This is an optimization exercise on Yosys and OpenROAD, whose aim is a short achievable clock period and few clock cycles, not a production implementation.
Only simulation tests tie the RTL to the original design; equivalence was not proved.

## old
## CPU
module CPU(
    clk,
    rst_n,
    data_read,
    instruction,
    data_wen,
    data_addr,
    inst_addr,
    data_write
    );
    input clk;
    input rst_n;
    input [31:0] instruction;
    input [31:0] data_read;
    output data_wen;
    output [31:0] data_addr;
    output [31:0] inst_addr;
    output [31:0] data_write;
    integer i;
    reg  [4:0]  pc;           
    reg  [4:0]  pc_n;         
    reg  [1:0]  bht [0:31];
    reg  [4:0]  th;                  
    reg  [1:0]  tpht [0:31];         
    reg         jt_v [0:31];
    reg  [4:0]  jt_t [0:31];
    reg         fz_v [0:31];
    reg  [4:0]  fz_t [0:31];
    reg         fl_v [0:31];
    reg  [4:0]  fl_rt [0:31];
    reg         ls_v [0:31];
    reg  [4:0]  ls_d [0:31];
    reg  [4:0]  ls_o [0:31];
    reg         ls_sd [0:31];
    reg         sp_v [0:31];
    reg  [4:0]  sp_rt [0:31];
    reg  [3:0]  sp_im [0:31];
    reg         af_v [0:7];
    reg  [1:0]  af_tag [0:7];
    reg  [4:0]  af_d [0:7];
    reg  [4:0]  af_o [0:7];
    reg         af_sd [0:7];
    reg  [4:0]  af_tgt [0:7];
    reg  [4:0]  af_fl [0:7];
    reg         e_valid;
  ...
For scale: ~3100 flip-flops, ~160 I/O pins, ~180000 um2 of cells after synthesis.
Settings: LEC_CHECK=0, CAP_MARGIN=20, CELL_PAD_IN_SITES_DETAIL_PLACEMENT=1, CORE_MARGIN=2, CORE_UTILIZATION=35, PLACE_DENSITY=0.5, SLEW_MARGIN=20, SYNTH_HIERARCHICAL=1; clock period 10.0 ns.
standard.sh (not shown) runs the stock make flow with config.mk's settings and CLKGATE_MAP_FILE= SYNTH_SCRIPT=/design/flow/synth_recipe.tcl, a recipe that flattens the netlist after the stock synthesis.
==> flow/flow/run.sh <==
#!/bin/bash
# The standard layout (standard synthesis unchanged), with:
#  - the port buffers made of buf_4 cells instead of the library's smallest buffer.
set -euo pipefail
bash standard.sh SETUP_SLACK_MARGIN=6.5 \
  "BUFFER_PORTS_ARGS=-buffer_cell sky130_fd_sc_hd__buf_4" finish > standard_flow.log 2>&1
As the logs show, old stopped at global routing after a tool error, so it never reached the end of the flow.
Testbench counts of old, summed over its fixed seeds: cycles 36,499.
[inputs] new vs old
-- flow/design.v --
<<< old, line 181
                         (f_af & e_valid & e_s3 & (e_rd3 == f_ro));
    assign inst_addr = {27'd0, pc};
    wire [31:0] w_v3w = {31'd0, w_v3};
    wire [31:0] e_a  = e_fa_m ? m_alu : e_fa_3 ? w_v3w : e_fa_l ? w_ld : e_fa_w ? w_alu : e_av;
>>> new, line 181
                         (f_af & e_valid & e_s3 & (e_rd3 == f_ro));
    assign inst_addr = {27'd0, pc};
    wire        keep   = (f_pc == m_alt) & ~stall &
                         ~(e_valid & (e_we | e_lw | e_s3 | e_beq | e_fz | e_tri | e_af));
    wire [31:0] w_v3w = {31'd0, w_v3};
    wire [31:0] e_a  = e_fa_m ? m_alu : e_fa_3 ? w_v3w : e_fa_l ? w_ld : e_fa_w ? w_alu : e_av;
<<< old, line 210
        .e_beq(e_beq), .e_pred(e_pred), .m_tri(m_tri), .m_pred(m_pred), .m_side(m_side),
        .m_af(m_af), .m_alu(m_alu),
        .m_alt(m_alt), .e_alt(e_alt), .f_next(f_next),
        .e_ct(e_ct), .e_lt(e_lt), .e_eq(e_eq), .m_lt(m_lt), .e_mis(e_mis), .m_mis(m_mis),
        .pc_next(pc_next)
>>> new, line 212
        .e_beq(e_beq), .e_pred(e_pred), .m_tri(m_tri), .m_pred(m_pred), .m_side(m_side),
        .m_af(m_af), .m_alu(m_alu),
        .m_alt(m_alt), .e_alt(e_alt), .f_next(f_next), .keep(keep),
        .e_ct(e_ct), .e_lt(e_lt), .e_eq(e_eq), .m_lt(m_lt), .e_mis(e_mis), .m_mis(m_mis),
        .pc_next(pc_next)
<<< old, line 270
            for (i = 1; i < 32; i = i + 1) rf[i] <= 32'd0;
        end else begin
            if (m_mis | e_mis | ~stall) begin
                pc   <= pc_next;
                pc_n <= ~pc_next;
>>> new, line 272
            for (i = 1; i < 32; i = i + 1) rf[i] <= 32'd0;
        end else begin
            if ((m_mis & ~keep) | e_mis | ~stall) begin
                pc   <= pc_next;
                pc_n <= ~pc_next;
<<< old, line 329
                end
            end
            e_valid <= ~m_mis & ~e_mis & ~stall & ~f_j;
            e_we    <= f_we;
            e_lw    <= f_ld;
>>> new, line 331
                end
            end
            e_valid <= (~m_mis | keep) & ~e_mis & ~stall & ~f_j;
            e_we    <= f_we;
            e_lw    <= f_ld;
<<< old, line 419
    data_read, e_a, e_t0, m_oth,
    e_ca_d, e_ct_d, e_valid, e_fz, e_beq, e_pred, m_tri, m_pred, m_side, m_af, m_alu,
    m_alt, e_alt, f_next,
    e_ct, e_lt, e_eq, m_lt, e_mis, m_mis, pc_next
    );
>>> new, line 421
    data_read, e_a, e_t0, m_oth,
    e_ca_d, e_ct_d, e_valid, e_fz, e_beq, e_pred, m_tri, m_pred, m_side, m_af, m_alu,
    m_alt, e_alt, f_next, keep,
    e_ct, e_lt, e_eq, m_lt, e_mis, m_mis, pc_next
    );
<<< old, line 426
    input  [31:0] m_alu;
    input  [4:0]  m_alt, e_alt, f_next;
    output [31:0] e_ct;
    output        e_lt, e_eq, m_lt, e_mis, m_mis;
>>> new, line 428
    input  [31:0] m_alu;
    input  [4:0]  m_alt, e_alt, f_next;
    input         keep;
    output [31:0] e_ct;
    output        e_lt, e_eq, m_lt, e_mis, m_mis;
<<< old, line 438
    assign e_mis = e_valid & ((e_fz & (e_lt == e_pred)) | (e_beq & (e_eq != e_pred)));
    assign m_mis = (m_tri | m_af) & (m_lt == m_pred);
    assign pc_next = m_mis ? m_alt : e_mis ? e_alt : f_next;
endmodule
>>> new, line 441
    assign e_mis = e_valid & ((e_fz & (e_lt == e_pred)) | (e_beq & (e_eq != e_pred)));
    assign m_mis = (m_tri | m_af) & (m_lt == m_pred);
    wire   [4:0]  m_next = keep ? f_next : m_alt;
    assign pc_next = m_mis ? m_next : e_mis ? e_alt : f_next;
endmodule
Between old and new, horizontal die dimension increased. Comparing instance area at placement for old and new, the bigger number came from new. Taking old as the reference, in new post-CTS repair timing setup buffer count decreased by 12 relative to the old numbers, mux contribution to synthesized area increased by 0.71 points relative to the old numbers. Going from old to new, the synthesized cell count was found to have gone up by 373. Compared new vs old, and simple-gate share of the synthesized area is up in new. Compared with old, in new adder-cell share of the synthesized area roughly the same, total clock buffers created by CTS increased by 3 relative to the old numbers, count of instances resized after the clock tree is built grew by about 6%. Run status, new: aborted in global routing, error GRT-0232. Going from old to new, sequential share of the synthesized area fell by 0.63 points, synthesized area rose by 1.4%, number of cells after detailed placement rose by 1.7%.
Testbench counts of new, summed over its fixed seeds: cycles 35,106.
